From an optimization exercise on the open Yosys and OpenROAD flow, aimed at small area; shortcuts taken in it are not production practice.
Function not checked in this run: the RTL went through the layout flow alone.
Power is estimated from default activity; no workload was simulated.

==> design.v <==
`timescale 1ns / 1ps
module addsub #(
    parameter W = 8
) (
    input  [W-1:0] a,
    input  [W-1:0] b,
    input          sub,
    output [W-1:0] s
);
    logic [W:0] c;
    logic [W-1:0] bb;
    assign c[0] = sub;
    assign bb = b ^ {W{sub}};
    genvar i;
    generate
        for (i = 0; i < W; i++) begin : g
            assign s[i] = a[i] ^ bb[i] ^ c[i];
            assign c[i+1] = (a[i] & bb[i]) | (c[i] & (a[i] ^ bb[i]));
        end
    endgenerate
endmodule
module addsmall #(
    parameter W = 12,
    parameter K = 6
) (
    input  [W-1:0] a,
    input  [K-1:0] b,
    input          sub,
    output [W-1:0] s
);
    logic [K:0] c;
    logic [K-1:0] bb;
    logic t;
    assign c[0] = sub;
    assign bb = b ^ {K{sub}};
    assign t = b[K-1] ^ sub;       
    genvar i;
    generate
        for (i = 0; i < K; i++) begin : lo
            assign s[i] = a[i] ^ bb[i] ^ c[i];
            assign c[i+1] = (a[i] & bb[i]) | (c[i] & (a[i] ^ bb[i]));
        end
    endgenerate
    logic [W-K:0] all1, any1;
    assign all1[0] = 1'b1;
    assign any1[0] = 1'b0;
    generate
        for (i = K; i < W; i++) begin : hi
            assign all1[i-K+1] = all1[i-K] & a[i];
            assign any1[i-K+1] = any1[i-K] | a[i];
            assign s[i] = a[i] ^ t ^ (t ? (c[K] | any1[i-K]) : (c[K] & all1[i-K]));
        end
    endgenerate
endmodule
module addfast #(
    parameter W = 12,
    parameter K = 6
) (
    input  [W-1:0] a,
    input  [K-1:0] b,
    input          sub,
    output [W-1:0] s
);
    localparam LG = (K + 1 > 8) ? 4 : (K + 1 > 4) ? 3 : (K + 1 > 2) ? 2 : 1;
    logic [K-1:0] bb, pp, gg;
    logic t;
    assign bb = b ^ {K{sub}};
    assign t = b[K-1] ^ sub;       
    logic [K:0] G [0:LG];
    logic [K:0] P [0:LG];
    assign G[0] = {(a[K-1:0] & bb), sub};
    assign P[0] = {(a[K-1:0] ^ bb), 1'b0};
    genvar l, i;
    generate
        for (l = 0; l < LG; l++) begin : lev
            for (i = 0; i <= K; i++) begin : node
                if (((i >> l) & 1) == 1) begin : comb
                    localparam integer J = ((i >> l) << l) - 1;
                    assign G[l+1][i] = G[l][i] | (P[l][i] & G[l][J]);
                    assign P[l+1][i] = P[l][i] & P[l][J];
                end else begin : pass
                    assign G[l+1][i] = G[l][i];
                    assign P[l+1][i] = P[l][i];
                end
            end
        end
    endgenerate
    logic [K:0] c;
    assign c = G[LG];
    assign s[K-1:0] = (a[K-1:0] ^ bb) ^ c[K-1:0];
    logic [W-K:0] all1, any1;
    assign all1[0] = 1'b1;
    assign any1[0] = 1'b0;
    generate
        for (i = K; i < W; i++) begin : hi
            assign all1[i-K+1] = all1[i-K] & a[i];
            assign any1[i-K+1] = any1[i-K] | a[i];
            assign s[i] = a[i] ^ t ^ (t ? (c[K] | any1[i-K]) : (c[K] & all1[i-K]));
        end
    endgenerate
endmodule
module addfast2 #(
    parameter W = 12,
    parameter K = 6
) (
    input  [W-1:0] a,
    input  [K-1:0] b,
    input          sub,
    output [W-1:0] s
);
    localparam LG = (K + 1 > 8) ? 4 : (K + 1 > 4) ? 3 : (K + 1 > 2) ? 2 : 1;
    localparam U = W - K;
    localparam LU = (U > 8) ? 4 : (U > 4) ? 3 : (U > 2) ? 2 : (U > 1) ? 1 : 0;
    logic [K-1:0] bb;
    logic t;
    assign bb = b ^ {K{sub}};
    assign t = b[K-1] ^ sub;
    logic [K:0] G [0:LG];
    logic [K:0] P [0:LG];
    assign G[0] = {(a[K-1:0] & bb), sub};
    assign P[0] = {(a[K-1:0] ^ bb), 1'b0};
    genvar l, i;
    generate
        for (l = 0; l < LG; l++) begin : lev
            for (i = 0; i <= K; i++) begin : node
                if (((i >> l) & 1) == 1) begin : comb
                    localparam integer J = ((i >> l) << l) - 1;
                    assign G[l+1][i] = G[l][i] | (P[l][i] & G[l][J]);
                    assign P[l+1][i] = P[l][i] & P[l][J];
                end else begin : pass
                    assign G[l+1][i] = G[l][i];
                    assign P[l+1][i] = P[l][i];
                end
            end
        end
    endgenerate
    logic [K:0] c;
    assign c = G[LG];
    assign s[K-1:0] = (a[K-1:0] ^ bb) ^ c[K-1:0];
    logic [U-1:0] O [0:LU];
    logic [U-1:0] Z [0:LU];
    assign O[0] = a[W-1:K];
    assign Z[0] = ~a[W-1:K];
    generate
        for (l = 0; l < LU; l++) begin : ulev
            for (i = 0; i < U; i++) begin : unode
                if (((i >> l) & 1) == 1) begin : comb
                    localparam integer J = ((i >> l) << l) - 1;
                    assign O[l+1][i] = O[l][i] & O[l][J];
                    assign Z[l+1][i] = Z[l][i] & Z[l][J];
                end else begin : pass
                    assign O[l+1][i] = O[l][i];
                    assign Z[l+1][i] = Z[l][i];
                end
            end
        end
    endgenerate
    wire inc = c[K] & ~t;
    wire dec = ~c[K] & t;
    assign s[K] = a[K] ^ inc ^ dec;
    generate
        for (i = 1; i < U; i++) begin : hi
            assign s[K+i] = a[K+i] ^ ((inc & O[LU][i-1]) | (dec & Z[LU][i-1]));
        end
    endgenerate
endmodule
module addfast3 #(
    parameter W = 12,
    parameter K = 6
) (
    input  [W-1:0] a,
    input  [K-1:0] b,
    input          sub,
    output [W-1:0] s
);
    localparam LG = (K + 1 > 8) ? 4 : (K + 1 > 4) ? 3 : (K + 1 > 2) ? 2 : 1;
    localparam U = W - K;
    localparam LU = (U > 8) ? 4 : (U > 4) ? 3 : (U > 2) ? 2 : (U > 1) ? 1 : 0;
    logic [K-1:0] bb;
    logic t;
    assign bb = b ^ {K{sub}};
    assign t = b[K-1] ^ sub;
    logic [K:0] G [0:LG];
    logic [K:0] P [0:LG];
    assign G[0] = {(a[K-1:0] & bb), sub};
    assign P[0] = {(a[K-1:0] ^ bb), 1'b0};
    genvar l, i;
    generate
        for (l = 0; l < LG; l++) begin : lev
            for (i = 0; i <= K; i++) begin : node
                if (((i >> l) & 1) == 1) begin : comb
                    localparam integer J = ((i >> l) << l) - 1;
                    assign G[l+1][i] = G[l][i] | (P[l][i] & G[l][J]);
                    assign P[l+1][i] = P[l][i] & P[l][J];
                end else begin : pass
                    assign G[l+1][i] = G[l][i];
                    assign P[l+1][i] = P[l][i];
                end
            end
        end
    endgenerate
    logic [K:0] c;
    assign c = G[LG];
    assign s[K-1:0] = (a[K-1:0] ^ bb) ^ c[K-1:0];
    logic [U-1:0] O [0:LU];
    assign O[0] = a[W-1:K] ^ {U{t}};
    generate
        for (l = 0; l < LU; l++) begin : ulev
            for (i = 0; i < U; i++) begin : unode
                if (((i >> l) & 1) == 1) begin : comb
                    localparam integer J = ((i >> l) << l) - 1;
                    assign O[l+1][i] = O[l][i] & O[l][J];
                end else begin : pass
                    assign O[l+1][i] = O[l][i];
                end
            end
        end
    endgenerate
    wire inc = c[K] ^ t;
    assign s[K] = a[K] ^ inc;
    generate
        for (i = 1; i < U; i++) begin : hi
            assign s[K+i] = a[K+i] ^ (inc & O[LU][i-1]);
        end
    endgenerate
endmodule
`timescale 1ns / 1ps
module phase_controller (
    input clock,
    input reset,
    output [3:0] code,
    output [7:0] w,
    output [1:0] quadrant
);
    logic [3:0] cd;
    logic [7:0] wr;
    logic [5:0] c;
    logic e, r;
    logic [1:0] q;
    wire pre = (cd == 4'd0);
    wire endq = (cd == 4'd14) && (wr == 8'h1d || wr == 8'h1e);
    logic [7:0] up1, up2;           
    logic [7:0] upw, upw1;          
    assign up1 = ({8{cd == 0}} & 8'hf)
            | ({8{cd == 1}} & 8'h7e)
            | ({8{cd == 2}} & 8'h7e)
            | ({8{cd == 3}} & 8'h76)
            | ({8{cd == 4}} & 8'h7f)
            | ({8{cd == 5}} & 8'h7e)
            | ({8{cd == 6}} & 8'h7f)
            | ({8{cd == 7}} & 8'h40)
            | ({8{cd == 8}} & 8'h7f)
            | ({8{cd == 9}} & 8'h7e)
            | ({8{cd == 10}} & 8'h7e)
            | ({8{cd == 11}} & 8'h76)
            | ({8{cd == 12}} & 8'h7f)
            | ({8{cd == 13}} & 8'h7e);
    assign up2 = ({8{cd == 0}} & 8'he)
            | ({8{cd == 1}} & 8'h7d)
            | ({8{cd == 2}} & 8'h7d)
            | ({8{cd == 3}} & 8'h75)
            | ({8{cd == 4}} & 8'h7e)
            | ({8{cd == 5}} & 8'h7d)
            | ({8{cd == 6}} & 8'h7e)
            | ({8{cd == 7}} & 8'h3f)
            | ({8{cd == 8}} & 8'h7e)
            | ({8{cd == 9}} & 8'h7d)
            | ({8{cd == 10}} & 8'h7d)
            | ({8{cd == 11}} & 8'h75)
            | ({8{cd == 12}} & 8'h7e)
            | ({8{cd == 13}} & 8'h7d);
    assign upw = ({8{cd == 4'd2 || cd == 4'd6 || cd == 4'd8 || cd == 4'd10}} & 8'h80)
            | ({8{cd == 4'd1 || cd == 4'd4 || cd == 4'd5 || cd == 4'd9 || cd == 4'd12 || cd == 4'd13}} & 8'h81)
            | ({8{cd == 4'd3 || cd == 4'd11}} & 8'h88)
            | ({8{cd == 4'd7}} & 8'hbf)
            | ({8{cd == 4'd0}} & 8'he1);
    assign upw1 = ({8{cd == 4'd2 || cd == 4'd6 || cd == 4'd8 || cd == 4'd10}} & 8'h81)
            | ({8{cd == 4'd1 || cd == 4'd4 || cd == 4'd5 || cd == 4'd9 || cd == 4'd12 || cd == 4'd13}} & 8'h82)
            | ({8{cd == 4'd3 || cd == 4'd11}} & 8'h89)
            | ({8{cd == 4'd7}} & 8'hc0)
            | ({8{cd == 4'd0}} & 8'he2);
    wire hit1 = ((wr == 8'h0f) && (cd == 4'd0))
        || ((wr == 8'h40) && (cd == 4'd7))
        || ((wr == 8'h76) && (cd == 4'd3 || cd == 4'd11))
        || ((wr == 8'h7e) && (cd == 4'd1 || cd == 4'd2 || cd == 4'd5 || cd == 4'd9 || cd == 4'd10 || cd == 4'd13))
        || ((wr == 8'h7f) && (cd == 4'd4 || cd == 4'd6 || cd == 4'd8 || cd == 4'd12));
    wire hit2 = ((wr == 8'h0e) && (cd == 4'd0))
        || ((wr == 8'h3f) && (cd == 4'd7))
        || ((wr == 8'h75) && (cd == 4'd3 || cd == 4'd11))
        || ((wr == 8'h7d) && (cd == 4'd1 || cd == 4'd2 || cd == 4'd5 || cd == 4'd9 || cd == 4'd10 || cd == 4'd13))
        || ((wr == 8'h7e) && (cd == 4'd4 || cd == 4'd6 || cd == 4'd8 || cd == 4'd12));
    wire xing = (cd != 4'd14) && (hit1 || (e && hit2));
    wire over = e && hit1;             
    logic [7:0] w_step;
    wire g1 = e | wr[0];
    assign w_step[0] = wr[0] ^ ~e;
    assign w_step[1] = wr[1] ^ g1;
    genvar k;
    generate
        for (k = 2; k < 8; k++) begin : ws
            assign w_step[k] = wr[k] ^ (g1 & (&wr[k-1:1]));
        end
    endgenerate
    logic [5:0] c_next;
    wire c_big = (c >= 6'd25);
    addsub #(.W(6)) uc (.a(c), .b(c_big ? 6'd11 : 6'd14), .sub(c_big), .s(c_next));
    always_ff @(posedge clock) begin
        if (reset || pre) begin
            c <= '0;
            e <= 1'b0;
            r <= 1'b0;
        end
        else begin
            r <= endq;
            if (r)
                c <= '0;
            else begin
                c <= c_next;
                e <= c_big;
            end
        end
    end
    always_ff @(posedge clock) begin
        if (reset) begin
            q <= 2'd0;
            cd <= 4'd0;
            wr <= 8'd0;
        end
        else if (endq) begin
            q <= q + 2'd1;
            cd <= 4'd1;
            wr <= 8'he1;
        end
        else if (xing) begin
            cd <= cd + 4'd1;
            wr <= over ? upw1 : upw;
        end
        else
            wr <= w_step;
    end
    assign code = cd;
    assign w = wr;
    assign quadrant = q;
endmodule
`timescale 1ns / 1ps
module cordic (
    input clock,
    input reset,
    output signed [12:0] sine,
    output signed [12:0] cosine
);
    logic [3:0] code;
    logic [7:0] w;
    logic [1:0] q;
    phase_controller pc (.clock(clock), .reset(reset), .code(code), .w(w), .quadrant(q));
    wire [9:0] dirs_ac = {code, ~w[7], w[6:2]};
    wire tie1 = q[0] && (code == 4'd12) && (w == 8'h88);
    wire tie2 = q[0] && (code == 4'd4) && (w == 8'h88);
    wire [9:0] dirs_a = tie1 ? 10'b0100000010 : tie2 ? 10'b1100000010 : dirs_ac ^ {10{q[0]}};
    logic [10:0] x9, y9;
    wire [7:0] ts = dirs_a[9:2];
    wire sw = ts[7];
    wire [6:0] tj = ts[6:0] ^ {7{sw}};
    logic [10:0] ta, tb;
    assign ta[0] = (~tj[2] & ~tj[4]) | (~tj[1] & ~tj[4] & ~tj[6]) | (tj[3] & ~tj[4] & ~tj[6]) | (tj[1] & tj[2] & ~tj[3] & tj[4] & tj[5]) | (~tj[1] & ~tj[5]) | (tj[4] & tj[5] & tj[6]) | (tj[2] & ~tj[5] & tj[6]) | (tj[3] & ~tj[5] & ~tj[6]) | (~tj[1] & tj[3] & tj[6]) | (~tj[3] & tj[4] & tj[6]);
    assign ta[1] = (tj[2] & ~tj[5] & ~tj[6]) | (~tj[2] & tj[3] & tj[4] & tj[5] & ~tj[6]) | (~tj[1] & ~tj[3] & ~tj[4] & ~tj[5]) | (tj[0] & tj[3] & ~tj[4] & ~tj[5]) | (tj[0] & ~tj[1] & ~tj[3] & ~tj[5]) | (~tj[0] & tj[1] & ~tj[3] & tj[4] & ~tj[5]) | (~tj[1] & tj[2] & ~tj[3] & ~tj[4]) | (tj[0] & tj[2] & ~tj[3] & tj[4] & tj[5]) | (~tj[0] & tj[2] & tj[3] & ~tj[4] & tj[5]) | (tj[0] & tj[1] & ~tj[2] & tj[3] & tj[6]) | (~tj[0] & ~tj[1] & ~tj[2] & tj[4] & tj[5]) | (tj[0] & tj[1] & ~tj[2] & tj[5] & ~tj[6]) | (~tj[0] & tj[1] & ~tj[3] & ~tj[4] & ~tj[6]) | (~tj[1] & tj[2] & tj[3] & tj[5] & tj[6]) | (~tj[0] & ~tj[2] & tj[3] & tj[4] & ~tj[5] & tj[6]) | (tj[0] & ~tj[2] & tj[3] & tj[5] & ~tj[6]) | (~tj[0] & tj[1] & tj[2] & ~tj[3] & ~tj[6]) | (~tj[0] & tj[1] & ~tj[2] & ~tj[3] & tj[4] & tj[6]) | (tj[1] & ~tj[2] & tj[3] & ~tj[4] & tj[5] & tj[6]);
    assign ta[2] = (~tj[1] & ~tj[3] & ~tj[4] & ~tj[6]) | (tj[0] & ~tj[1] & ~tj[4] & ~tj[6]) | (~tj[0] & tj[2] & ~tj[3] & ~tj[4]) | (tj[2] & tj[3] & tj[4] & ~tj[5] & tj[6]) | (tj[2] & ~tj[3] & ~tj[4] & tj[5]) | (tj[1] & tj[3] & ~tj[5] & tj[6]) | (~tj[2] & ~tj[5] & ~tj[6]) | (~tj[0] & tj[1] & tj[4] & tj[5] & ~tj[6]) | (tj[0] & tj[3] & tj[4] & tj[6]) | (~tj[0] & ~tj[1] & tj[2] & tj[5] & ~tj[6]) | (~tj[3] & ~tj[5] & ~tj[6]) | (~tj[0] & tj[1] & ~tj[2] & ~tj[3] & tj[4]) | (~tj[1] & ~tj[2] & ~tj[3] & tj[4] & ~tj[5]) | (tj[1] & ~tj[2] & tj[3] & ~tj[4] & tj[6]) | (tj[0] & ~tj[2] & ~tj[3] & ~tj[4] & ~tj[5]) | (~tj[0] & ~tj[1] & ~tj[2] & tj[3] & tj[4] & tj[5]) | (~tj[0] & tj[1] & tj[2] & ~tj[3] & tj[5]) | (~tj[0] & tj[1] & ~tj[2] & tj[3] & ~tj[6]) | (tj[0] & tj[1] & tj[2] & ~tj[3] & tj[4] & ~tj[5]) | (tj[1] & ~tj[2] & ~tj[3] & tj[4] & tj[5] & tj[6]) | (tj[0] & ~tj[1] & tj[2] & ~tj[3] & tj[5] & tj[6]);
    assign ta[3] = (~tj[5] & ~tj[6]) | (tj[2] & ~tj[4] & ~tj[6]) | (~tj[0] & ~tj[1] & tj[3] & ~tj[4] & ~tj[6]) | (tj[1] & tj[4] & ~tj[6]) | (~tj[0] & ~tj[2] & tj[3] & ~tj[5]) | (tj[0] & tj[2] & tj[3] & ~tj[4] & ~tj[5]) | (~tj[0] & tj[2] & tj[4] & ~tj[5]) | (~tj[0] & ~tj[2] & ~tj[3] & ~tj[4] & tj[5] & tj[6]) | (tj[0] & ~tj[1] & ~tj[2] & tj[3] & ~tj[4] & tj[5] & tj[6]) | (~tj[0] & tj[2] & tj[3] & ~tj[4] & tj[5]) | (~tj[0] & ~tj[2] & tj[3] & tj[4] & tj[6]) | (tj[1] & tj[3] & tj[4] & tj[5]) | (tj[0] & tj[2] & ~tj[3] & tj[5] & tj[6]) | (~tj[0] & tj[1] & ~tj[2] & ~tj[4] & tj[6]) | (~tj[1] & tj[2] & ~tj[3] & ~tj[4] & ~tj[5]) | (tj[0] & ~tj[1] & ~tj[2] & ~tj[3] & ~tj[5]) | (~tj[0] & tj[1] & ~tj[2] & tj[4] & tj[5]) | (~tj[0] & ~tj[1] & tj[2] & ~tj[3] & tj[4] & tj[6]) | (tj[0] & ~tj[1] & ~tj[3] & tj[4] & tj[5] & tj[6]);
    assign ta[4] = (~tj[5] & ~tj[6]) | (~tj[2] & ~tj[3] & ~tj[4] & ~tj[6]) | (tj[2] & tj[3] & ~tj[4] & ~tj[6]) | (tj[1] & tj[2] & tj[4] & ~tj[6]) | (~tj[1] & ~tj[2] & tj[4] & ~tj[6]) | (tj[2] & ~tj[3] & ~tj[4] & ~tj[5]) | (~tj[0] & ~tj[1] & tj[2] & ~tj[5]) | (~tj[1] & tj[3] & tj[4] & ~tj[5]) | (tj[0] & ~tj[1] & ~tj[2] & ~tj[3] & tj[5]) | (~tj[0] & ~tj[1] & tj[2] & ~tj[3] & tj[6]) | (~tj[0] & tj[1] & tj[3] & tj[5] & tj[6]) | (tj[0] & tj[1] & tj[3] & ~tj[4] & tj[6]) | (~tj[0] & ~tj[1] & ~tj[3] & ~tj[5]) | (tj[0] & tj[1] & tj[2] & tj[5] & tj[6]) | (~tj[0] & ~tj[1] & ~tj[2] & ~tj[4] & tj[5] & tj[6]) | (~tj[1] & tj[2] & tj[4] & ~tj[5]) | (tj[1] & ~tj[2] & tj[3] & ~tj[4] & tj[6]);
    assign ta[5] = (~tj[5] & ~tj[6]) | (~tj[3] & ~tj[4] & ~tj[6]) | (tj[1] & tj[2] & ~tj[3] & ~tj[6]) | (tj[2] & ~tj[3] & ~tj[4] & ~tj[5]) | (~tj[2] & tj[4] & ~tj[5]) | (~tj[2] & ~tj[3] & ~tj[4] & tj[5]) | (tj[1] & tj[2] & tj[3] & tj[5] & tj[6]) | (~tj[1] & tj[2] & tj[4] & tj[5] & tj[6]) | (~tj[2] & tj[3] & ~tj[6]) | (~tj[1] & ~tj[2] & tj[3] & ~tj[4]) | (tj[1] & ~tj[2] & tj[3] & tj[4]) | (~tj[1] & tj[3] & tj[4] & ~tj[6]) | (tj[0] & tj[1] & tj[2] & ~tj[4] & tj[6]) | (~tj[0] & tj[2] & tj[4] & tj[5] & tj[6]) | (~tj[0] & ~tj[1] & ~tj[3] & tj[4] & tj[5] & tj[6]);
    assign ta[6] = (~tj[5] & ~tj[6]) | (~tj[4] & ~tj[6]) | (~tj[2] & ~tj[3] & ~tj[6]) | (~tj[2] & tj[3] & ~tj[4]) | (~tj[1] & tj[3] & ~tj[4]) | (~tj[1] & ~tj[2] & tj[3] & tj[6]) | (tj[3] & tj[4] & ~tj[5]) | (tj[2] & ~tj[3] & ~tj[4] & ~tj[5]) | (tj[2] & ~tj[3] & tj[4] & tj[5] & tj[6]) | (~tj[1] & ~tj[3] & ~tj[6]) | (~tj[0] & tj[3] & ~tj[5]) | (tj[0] & tj[1] & tj[2] & ~tj[3] & ~tj[4]);
    assign ta[7] = (~tj[6]) | (~tj[2] & ~tj[3] & ~tj[4]) | (tj[3] & tj[4]) | (tj[2] & tj[4] & tj[5]) | (~tj[1] & ~tj[3] & ~tj[4] & tj[5]) | (~tj[0] & ~tj[3] & ~tj[4] & tj[5]);
    assign ta[8] = (~tj[6]) | (~tj[4] & ~tj[5]) | (tj[3] & tj[4] & tj[5]) | (~tj[3] & ~tj[5]) | (tj[2] & tj[4] & tj[5]);
    assign ta[9] = (~tj[6]) | (~tj[5]) | (~tj[4]) | (~tj[2] & ~tj[3]);
    assign ta[10] = 1'b1;
    assign tb[0] = (~tj[3] & ~tj[6]) | (~tj[2] & ~tj[4]) | (~tj[4] & tj[5]) | (tj[3] & tj[6]) | (tj[3] & ~tj[5]);
    assign tb[1] = (~tj[0] & tj[1] & ~tj[2] & ~tj[5] & ~tj[6]) | (tj[0] & tj[1] & ~tj[2] & ~tj[3] & ~tj[6]) | (~tj[0] & tj[1] & tj[2] & ~tj[3] & ~tj[6]) | (tj[0] & ~tj[1] & ~tj[2] & tj[3] & ~tj[4]) | (~tj[0] & ~tj[1] & tj[2] & tj[3] & ~tj[6]) | (tj[0] & tj[1] & tj[2] & tj[3] & ~tj[6]) | (~tj[0] & tj[1] & ~tj[3] & ~tj[5]) | (~tj[0] & tj[2] & ~tj[4] & ~tj[5]) | (~tj[1] & ~tj[3] & ~tj[4] & tj[5] & tj[6]) | (~tj[0] & ~tj[1] & tj[3] & tj[4] & tj[5]) | (~tj[2] & tj[3] & ~tj[4] & tj[5] & tj[6]) | (tj[0] & ~tj[1] & tj[2] & ~tj[3] & tj[5]) | (~tj[0] & ~tj[3] & tj[4] & ~tj[5]) | (~tj[0] & ~tj[1] & ~tj[2] & ~tj[3] & ~tj[6]) | (tj[1] & tj[2] & tj[3] & tj[4] & tj[6]) | (tj[0] & ~tj[1] & ~tj[2] & tj[3] & ~tj[5]) | (tj[0] & tj[1] & tj[3] & tj[4] & tj[5]) | (tj[0] & ~tj[1] & ~tj[2] & ~tj[4] & tj[6]) | (tj[0] & ~tj[2] & tj[3] & ~tj[4] & ~tj[5]) | (~tj[0] & tj[1] & tj[2] & ~tj[3] & tj[4]) | (~tj[0] & ~tj[1] & ~tj[2] & tj[3] & tj[4] & tj[6]) | (~tj[0] & tj[1] & ~tj[2] & tj[3] & ~tj[4] & ~tj[6]);
    assign tb[2] = (tj[0] & tj[2] & ~tj[3] & tj[4] & ~tj[6]) | (tj[1] & tj[2] & tj[3] & ~tj[4] & ~tj[5]) | (~tj[0] & tj[1] & ~tj[2] & ~tj[3] & ~tj[4]) | (tj[0] & tj[1] & tj[2] & ~tj[3] & ~tj[4] & tj[5] & tj[6]) | (~tj[1] & tj[2] & ~tj[3] & ~tj[5]) | (tj[0] & ~tj[1] & ~tj[2] & ~tj[4] & tj[6]) | (~tj[0] & tj[2] & tj[3] & tj[4] & ~tj[5]) | (~tj[0] & ~tj[2] & tj[3] & tj[4] & tj[5]) | (tj[0] & ~tj[1] & ~tj[5] & ~tj[6]) | (~tj[0] & tj[1] & ~tj[5] & ~tj[6]) | (~tj[1] & ~tj[3] & tj[4] & ~tj[5]) | (~tj[0] & ~tj[1] & ~tj[3] & ~tj[4] & ~tj[6]) | (tj[0] & tj[1] & tj[2] & tj[3] & tj[5] & ~tj[6]) | (~tj[0] & tj[2] & tj[3] & ~tj[4] & tj[5] & tj[6]) | (~tj[0] & tj[1] & tj[2] & ~tj[3] & tj[4] & tj[5]) | (tj[0] & tj[1] & ~tj[2] & tj[3] & tj[4] & ~tj[5]) | (tj[0] & tj[1] & ~tj[2] & ~tj[3] & tj[4] & tj[5]) | (tj[0] & tj[1] & ~tj[2] & tj[3] & tj[5] & tj[6]) | (~tj[0] & tj[1] & ~tj[2] & ~tj[4] & ~tj[5]) | (tj[0] & ~tj[1] & ~tj[2] & ~tj[3] & tj[6]) | (~tj[0] & ~tj[1] & tj[4] & ~tj[5] & tj[6]) | (tj[0] & ~tj[2] & ~tj[3] & ~tj[4] & ~tj[5]) | (~tj[0] & ~tj[1] & tj[2] & ~tj[3] & ~tj[4]) | (~tj[0] & ~tj[1] & ~tj[2] & ~tj[4] & ~tj[6]) | (tj[0] & ~tj[1] & ~tj[2] & ~tj[3] & ~tj[4]) | (~tj[1] & ~tj[2] & tj[3] & tj[4] & tj[5] & ~tj[6]);
    assign tb[3] = (tj[0] & tj[1] & tj[2] & tj[3] & ~tj[4] & ~tj[6]) | (~tj[0] & ~tj[1] & ~tj[2] & ~tj[3] & ~tj[4] & ~tj[5]) | (tj[1] & ~tj[2] & tj[3] & ~tj[4] & ~tj[5]) | (tj[2] & ~tj[3] & tj[4] & ~tj[5] & tj[6]) | (tj[0] & tj[1] & ~tj[2] & tj[3] & tj[6]) | (tj[0] & tj[1] & ~tj[3] & ~tj[4] & tj[5] & tj[6]) | (~tj[0] & ~tj[1] & tj[3] & tj[5] & tj[6]) | (~tj[1] & tj[2] & tj[3] & tj[6]) | (~tj[0] & tj[1] & ~tj[2] & ~tj[3] & tj[5] & tj[6]) | (~tj[1] & tj[3] & tj[4] & tj[5]) | (tj[0] & ~tj[1] & tj[2] & tj[4] & tj[5]) | (~tj[0] & tj[3] & tj[4] & tj[5] & ~tj[6]) | (tj[0] & tj[1] & ~tj[3] & tj[4] & tj[5] & ~tj[6]) | (tj[0] & ~tj[1] & ~tj[2] & ~tj[3] & tj[5] & tj[6]) | (tj[0] & ~tj[2] & tj[3] & ~tj[4] & ~tj[5]) | (tj[0] & ~tj[2] & tj[3] & tj[4] & tj[5]) | (~tj[0] & ~tj[1] & ~tj[2] & ~tj[5] & ~tj[6]) | (~tj[0] & tj[1] & tj[2] & tj[4] & tj[5] & ~tj[6]);
    assign tb[4] = (tj[0] & ~tj[5] & ~tj[6]) | (tj[0] & ~tj[3] & ~tj[4] & ~tj[6]) | (tj[0] & ~tj[1] & ~tj[2] & ~tj[3] & ~tj[6]) | (~tj[0] & tj[1] & tj[2] & tj[4] & tj[5] & ~tj[6]) | (~tj[0] & tj[3] & tj[4] & tj[5] & ~tj[6]) | (~tj[0] & ~tj[2] & ~tj[3] & tj[4] & ~tj[5]) | (tj[0] & ~tj[1] & ~tj[2] & tj[3] & tj[4] & ~tj[5]) | (~tj[0] & tj[2] & tj[3] & ~tj[5] & tj[6]) | (~tj[1] & tj[2] & ~tj[3] & tj[4] & tj[5] & tj[6]) | (tj[0] & ~tj[2] & ~tj[3] & ~tj[4]) | (tj[0] & tj[2] & ~tj[3] & ~tj[5]) | (tj[1] & ~tj[2] & tj[3] & tj[5] & tj[6]) | (tj[0] & ~tj[1] & tj[2] & ~tj[4] & tj[5]) | (tj[0] & ~tj[2] & ~tj[4] & ~tj[6]) | (~tj[0] & ~tj[2] & tj[3] & tj[5] & tj[6]) | (tj[0] & tj[2] & tj[4] & tj[5] & tj[6]) | (tj[0] & tj[2] & tj[3] & tj[5] & tj[6]) | (~tj[0] & tj[1] & tj[3] & ~tj[4] & ~tj[5]) | (~tj[0] & tj[1] & ~tj[2] & ~tj[3] & tj[4] & tj[6]) | (~tj[0] & ~tj[1] & ~tj[2] & ~tj[4] & tj[5] & tj[6]);
    assign tb[5] = (~tj[1] & ~tj[5] & ~tj[6]) | (tj[0] & ~tj[1] & ~tj[6]) | (~tj[0] & tj[1] & tj[3] & tj[4] & tj[5] & ~tj[6]) | (tj[0] & tj[1] & ~tj[4] & ~tj[5]) | (~tj[0] & ~tj[1] & tj[2] & tj[3] & ~tj[4]) | (tj[0] & tj[1] & ~tj[2] & ~tj[3] & ~tj[5]) | (~tj[0] & tj[1] & tj[2] & tj[3] & tj[4] & tj[6]) | (tj[1] & ~tj[3] & ~tj[4] & tj[6]) | (~tj[1] & ~tj[2] & ~tj[3] & tj[4] & tj[5]) | (~tj[1] & ~tj[4] & ~tj[6]) | (~tj[0] & ~tj[1] & ~tj[2] & tj[4] & tj[6]) | (~tj[0] & tj[1] & ~tj[3] & tj[5] & tj[6]) | (tj[0] & ~tj[1] & tj[2] & tj[4] & ~tj[5]) | (~tj[1] & tj[2] & tj[3] & tj[5] & tj[6]) | (~tj[0] & tj[2] & ~tj[3] & tj[4] & tj[5] & ~tj[6]) | (~tj[1] & ~tj[2] & tj[3] & tj[4] & ~tj[5]) | (tj[1] & tj[2] & tj[4] & tj[5] & tj[6]) | (~tj[0] & ~tj[1] & ~tj[3] & tj[4] & ~tj[5]) | (~tj[0] & ~tj[1] & tj[3] & ~tj[4] & tj[5]);
    assign tb[6] = (tj[1] & ~tj[2] & ~tj[5] & ~tj[6]) | (~tj[1] & tj[2] & ~tj[6]) | (tj[0] & tj[1] & ~tj[2] & ~tj[6]) | (tj[2] & ~tj[3] & ~tj[4] & ~tj[5]) | (tj[1] & tj[2] & ~tj[4] & ~tj[5]) | (~tj[1] & ~tj[2] & tj[3] & tj[4] & ~tj[5] & tj[6]) | (~tj[2] & ~tj[3] & ~tj[4] & tj[5] & tj[6]) | (tj[1] & ~tj[2] & ~tj[4] & tj[5]) | (~tj[1] & tj[2] & tj[3] & ~tj[4] & tj[5]) | (~tj[0] & ~tj[1] & ~tj[2] & tj[3] & tj[4] & tj[6]) | (tj[2] & ~tj[3] & tj[4] & tj[5] & tj[6]) | (tj[0] & tj[1] & tj[2] & tj[4] & tj[6]) | (~tj[0] & tj[1] & tj[2] & tj[4] & tj[5]) | (tj[0] & tj[2] & ~tj[4] & ~tj[5]) | (tj[1] & ~tj[2] & ~tj[3] & ~tj[6]) | (tj[0] & tj[1] & ~tj[2] & ~tj[3] & tj[5]) | (tj[0] & ~tj[2] & ~tj[4] & tj[5] & tj[6]) | (tj[1] & tj[2] & ~tj[3] & tj[4] & tj[6]) | (~tj[0] & ~tj[1] & ~tj[2] & ~tj[3] & tj[4] & ~tj[5]);
    assign tb[7] = (tj[1] & tj[2] & tj[3] & ~tj[5] & ~tj[6]) | (~tj[2] & ~tj[3] & ~tj[6]) | (tj[1] & tj[2] & tj[3] & ~tj[4] & ~tj[6]) | (~tj[1] & ~tj[3] & ~tj[6]) | (~tj[0] & ~tj[3] & tj[4] & tj[5] & ~tj[6]) | (~tj[3] & ~tj[4] & ~tj[5]) | (~tj[1] & ~tj[2] & tj[3] & tj[4] & ~tj[5] & tj[6]) | (tj[2] & ~tj[3] & ~tj[4] & tj[6]) | (tj[2] & ~tj[3] & ~tj[5] & tj[6]) | (tj[1] & ~tj[2] & tj[3] & tj[5] & tj[6]) | (~tj[1] & tj[3] & ~tj[4] & tj[5] & tj[6]) | (tj[0] & ~tj[2] & ~tj[3] & ~tj[5]) | (tj[1] & ~tj[2] & ~tj[3] & ~tj[5]) | (tj[0] & ~tj[1] & tj[3] & tj[5] & tj[6]) | (tj[0] & tj[1] & tj[2] & tj[3] & ~tj[6]) | (~tj[1] & tj[2] & tj[3] & tj[5] & tj[6]);
    assign tb[8] = (tj[1] & tj[2] & ~tj[4] & ~tj[6]) | (tj[3] & ~tj[4] & ~tj[6]) | (~tj[2] & ~tj[3] & tj[4]) | (~tj[1] & ~tj[3] & tj[4]) | (tj[3] & ~tj[4] & ~tj[5]) | (tj[4] & tj[5] & tj[6]) | (~tj[3] & tj[4] & tj[6]) | (tj[1] & tj[2] & tj[3] & ~tj[4]) | (~tj[1] & ~tj[2] & tj[4] & tj[6]) | (~tj[0] & ~tj[3] & tj[4] & tj[5]);
    assign tb[9] = (tj[0] & tj[1] & tj[2] & tj[4] & tj[5] & ~tj[6]) | (tj[3] & tj[4] & tj[5] & ~tj[6]) | (~tj[4] & ~tj[5]) | (~tj[3] & ~tj[5] & tj[6]) | (~tj[1] & ~tj[2] & ~tj[5] & tj[6]);
    assign tb[10] = (tj[1] & tj[3] & tj[4] & tj[6]) | (tj[2] & tj[3] & tj[4] & tj[6]) | (tj[5] & tj[6]);
    assign x9 = sw ? tb : ta;
    assign y9 = sw ? ta : tb;
    logic [10:0] x10, y10;
    addfast #(.W(11), .K(3)) ux10 (.a(11'(x9)), .b(3'(y9 >> 9)), .sub(dirs_a[1]), .s(x10));
    addfast #(.W(11), .K(3)) uy10 (.a(11'(y9)), .b(3'(x9 >> 9)), .sub(~dirs_a[1]), .s(y10));
    logic [9:0] dirs_r1;
    logic [1:0] q_r1;
    logic [10:0] x_r1;
    logic [10:0] y_r1;
    always_ff @(posedge clock) begin
        dirs_r1 <= dirs_a;
        q_r1 <= q;
        x_r1 <= x10;
        y_r1 <= y10;
    end
    wire mx = q_r1[0] ^ q_r1[1];
    wire my = q_r1[1];
    wire bx = y_r1[10];
    wire by = x_r1[10];
    logic signed [2:0] ax, ay;
    assign ax = mx ? (dirs_r1[0] ? 3'd1 + {2'b00, bx} : 3'd1 - {2'b00, bx}) : (dirs_r1[0] ? 3'd0 - {2'b00, bx} : {2'b00, bx});
    assign ay = my ? (dirs_r1[0] ? 3'd1 - {2'b00, by} : 3'd1 + {2'b00, by}) : (dirs_r1[0] ? {2'b00, by} : 3'd0 - {2'b00, by});
    logic [10:0] rx, ry;
    addfast2 #(.W(11), .K(3)) ux11 (.a(x_r1 ^ {11{mx}}), .b(ax), .sub(1'b0), .s(rx));
    addfast2 #(.W(11), .K(3)) uy11 (.a(y_r1 ^ {11{my}}), .b(ay), .sub(1'b0), .s(ry));
    assign cosine = {1'b0, ~mx, rx};
    assign sine = {1'b0, ~my, ry};
endmodule
==> run.sh <==
#!/bin/bash
# synth_recipe.tcl (not shown) runs the flow's synth.tcl, then flattens the netlist and writes it again
# the make line also repeats each setting of config.mk as NAME=value (left out here)
make -C /OpenROAD-flow-scripts/flow DESIGN_CONFIG=/design/flow/config.mk WORK_HOME=/design/flow/orfs CLKGATE_MAP_FILE= SYNTH_SCRIPT=/design/flow/synth_recipe.tcl finish
==> config.mk <==
export PLATFORM = sky130hd
export DESIGN_NAME = cordic
export DESIGN_NICKNAME = cordic
export VERILOG_FILES = /design/flow/design.v
export SDC_FILE = /design/flow/constraint.sdc
export NUM_CORES = 4
export LEC_CHECK = 0
export ABC_AREA = 1
export CAP_MARGIN = 20
export CORE_MARGIN = 2
export CORE_UTILIZATION = 40
export CTS_BUF_LIST = sky130_fd_sc_hd__clkbuf_8
export GPL_TIMING_DRIVEN = 0
export PLACE_DENSITY = 0.6
export SLEW_MARGIN = 20
==> constraint.sdc <==
create_clock -name core_clock -period 5.0 [get_ports {clock}]
set_input_delay 1.0000 -clock core_clock [delete_from_list [all_inputs] [get_ports {clock}]]
set_output_delay 1.0000 -clock core_clock [all_outputs]
set_load 0.01 [all_outputs]
==> metrics.md <==
| Metric | Value |
|---|---|
| Shortest period the worst path allows | `approximately 4800 ps` |
| CP Class | `register to register` |
| CTS Buf Count | `5` |
| Critical Path End Type | `register` |
| Static Leakage | `between 3 and 4 nW` |
| Die Y | `130 µm` |
| Status | `timing/DRC/antenna clean` |
| DR WL/cell | `roughly 18 µm` |
| Cts repair resizes | `2` |
| Max-slew violations | `0` |
| Max stage delay on crit path | `460 ps` |
| Clk slew on worst S/H paths | `100 ps` |
| Synth cell types | `55` |
| Via count | `7390` |
| GRT Overall Usage | `between 20 and 30%` |
| Worst path most repeated cell | `nand2_1` |
| Pwr per Cell Area | `roughly 110 nW/µm²` |
| Commonest cells in the netlist | `nand2_1, nor2_1, inv_1` |
| Count leader, synth | `nand2_1` |
| Area grow syn2layout | `10.4%` |
| Fmax | `~210 MHz` |
| Starting Density | `about two fifths` |
| Number of fill cells | `approximately 1800` |
| Clk_skew | `15.7 ps` |
| Synth top area share | `between 10% and 20%` |
| CP top delay family | `simple AND/OR/NAND/NOR gates` |
| HP Start | `pc.q[1]` |
| Reg area | `approximately 940 µm²` |
| Top cells by area, synth | `nand2_1, dfxtp_1, nor2_1, nand3_1, inv_1` |
| Slew margin rel. | `between 40% and 50%` |
| Crit-path cells | `inv_1 > ha_1 > inv_1 > nor2_1 > nand3_2 > buf_2 > nand3_1 > nand2_1 > buf_4 > buf_2 > o211ai_1 > a2111oi_1 > o211ai_1 > nand2_1 > nand2_1 > ha_1 > a21oi_1 > nand2_1 > nor2_2 > nand3_1 > nand2_1 > nand2_1 > nand2_1 > nand2_1` |
| 1st-iter DRT viols | `913` |
| Top-Level Pins | `28` |
| Sequential area share after synthesis | `between 10% and 20%` |
| # port buffers | `25` |
| First-pass GRT wire length | `approximately 37000 µm` |
| Synth warnings | `10` |
| Clk Latency, worst-skew pair | `between 300 and 400 ps` |
| Ant diodes | `0` |
| # DRC | `0` |
| Prevailing post-synth register cell | `dfxtp_1` |
| Reg2reg start | `pc.cd[0]` |
| Crit path launch type | `register` |
| Total wire length | `24100 µm` |
| Max Cap Viol | `0` |
| Mapped Cells | `1112` |
| DP Wirelength | `approximately 19000 µm` |
| Critical path's slowest cell | `dfxtp_1` |
| Worst path required time | `5220 ps` |
| Least-Margin Pin Slew | `between 700 and 800 ps` |
| Initial DRT Pass Iterations | `5` |
| Vias/cell | `5.43` |
| Initial antenna violation count | `0` |
| Total die area | `about 17000 µm²` |
| Period utilization | `a little over nine tenths` |
| Grt ovf | `0` |
| Ys async rst share | `0%` |
| CP Launch Point | `pc.cd[0]` |
| Pre-CTS WS | `220 ps` |
| Final Hold Viols | `0` |
| Root Driver | `clkbuf_8` |
| Final GP Congestion | `1.06` |
| Setup Fix Bufs, Post-CTS | `0` |
| Vias in the first global route | `about 6700` |
| Multi-input logic area | `4640 µm²` |
| CP Buf/Inv Count | `5` |
| Seq cells post-synth | `47` |
| Worst setup margin | `around 200 ps` |
| Setup TNS Final | `0 ps` |
| Peak supply drop | `0.000115 V` |
| Clock sinks | `47` |
| # nets final | `approximately 1200` |
| Number of H-tree levels | `2` |
| Post-synth EDFFs | `0` |
| CTS tree | `built` |
| Post-CTS Hold Buffers | `0` |
| Cell area after synthesis | `between 6000 and 7000 µm²` |
| WP data arrival | `between 5000 and 6000 ps` |
| Area of the core | `15700 µm²` |
| Layout cells sized above 1 | `between 10% and 20%` |
| HP Class | `register to register` |
| Largest net degree at the start of global routing | `17` |
| Clock Tree Buf Depth | `2` |
| Crit-path max FO | `10` |
| Antenna viol nets, final | `0` |
| Finish-stage setup viols | `0` |
| Syn Area/Cell | `around 5.7 µm²` |
| Die outline width | `130 µm` |
| Row count | `46` |
| Yosys top cell by area | `nand2_1` |
| RSZ-0062 raised after global routing | `false` |
## final cells by class
type | count | area share [%]
inverters | 135 | 7.23
flip-flops and latches | 47 | 13.5
multi-input cells | 891 | 66.3
clock buffers | 5 | 0.982
well taps | 216 | 3.86
clock inverters | 3 | 0.679
plain buffers | 39 | 3.91
repair buffers | 25 | 3.57
## metrics by stage
step / cells / power, mW / cell area, µm² / hold slack (ps) / utilization [%]
floorplan: 1113 / 0.436 / 6350 / 331 / -
global placement: 1354 / 0.463 / 6870 / 337 / 43.7
detailed placement: 1354 / 0.464 / 6870 / 343 / 43.7
CTS: 1362 / 0.768 / 6990 / 359 / 44.5
global route: 1361 / 0.791 / 7000 / 361 / 44.6
finish: 1361 / 0.750 / 7000 / 348 / 44.6
## layout by cell type (no fill, tap or decap), types with 17 or more instances in the layout
master           Yosys  layout
inv_1              114     114
nand3_1             95      95
o21ai_0             33      33
dfxtp_1             47      46
inv_2               20      20
nor3_1              19      19
ha_1                17      17
nand2_2             25      25
a21oi_1             36      36
nand2_1            324     324
clkdlybuf4s50_1      0      25
xor2_1              46      45
nor2_1             158     158
## report_power, final
part / switching, mW / total [mW] / leakage [nW] / internal, mW
Sequential: 0.00487 / 0.384 / 0.380 / 0.379
Clock: 0.144 / 0.296 / 0.0587 / 0.152
Combinational: 0.0371 / 0.0700 / 2.88 / 0.0330
Total: 0.186 / 0.750 / 3.32 / 0.564
## registers in the layout, indices dropped and copies added, names as in the netlist
signal,count
pc.e,1
pc.r,1
x_r1,11
dirs_r1,1
y_r1,11
pc.q,2
pc.c,6
pc.wr,8
pc.cd,4
q_r1,2
## path summary, 6_finish.rpt
| path | end | slack (ps) | cells past startpoint |
|---|---|---|---|
| worst min register to register | q_r1[1] | 350 | 0 |
| worst min-delay path | q_r1[1] | 350 | 0 |
| worst max register to register | y_r1[10] | 200 | 24 |
| worst max-delay path | y_r1[10] | 200 | 24 |
## kinds of logic (layout without fill, tap and decap cells)
kind of cell,Yosys count,count (layout),share of synthesized area (%)
mux,1,1,0.158
xor+xnor,63,63,8.82
flops,47,47,14.8
compound gates,137,137,13.4
other cells,1,2,0.0591
fa+ha+maj,24,24,5.56
simple gates,664,664,44.9
buf+inv,175,207,12.3
## layer usage
metal | up-vias | share of wire [%] | global-route usage [%] | routed length [µm]
met1 | 3249 | 41 | 37.3 | 9960
met4 | 0 | 4.8 | 12.8 | 1160
met2 | 420 | 43 | 45.4 | 10500
met5 | - | 0 | 0 | 0
li1 | 3630 | - | - | -
met3 | 91 | 10 | 7.59 | 2530

## port drivers added, routing unchanged
The results above use ideal ports. As a check the final layout listed here was re-extracted and re-timed, cells and wires unchanged.
Step 1 sets driving cells, clkbuf_16 on the clock port and buf_2 on the other inputs (assumed; they add their load-dependent delay and slew).
Step 2 also shifts input and output timing later by t, the mid clock arrival at the registers, as if the neighbouring blocks saw the same clock.
Three values: no drivers, after step 1, after step 2; two values: the first two.
shift t [ns]: 0.357
slack for setup (ns): 0.204 / 0.204 / 0.204
worst setup path after step 2: register to register
slew at the worst register clock pin (ns): 0.10 / 0.10
worst slew at a driven data input, ns: 0.03
After both steps setup and hold are still met in this run. The setup slack of this run moves by 0.000 ns with the drivers and by 0.000 ns with both steps.
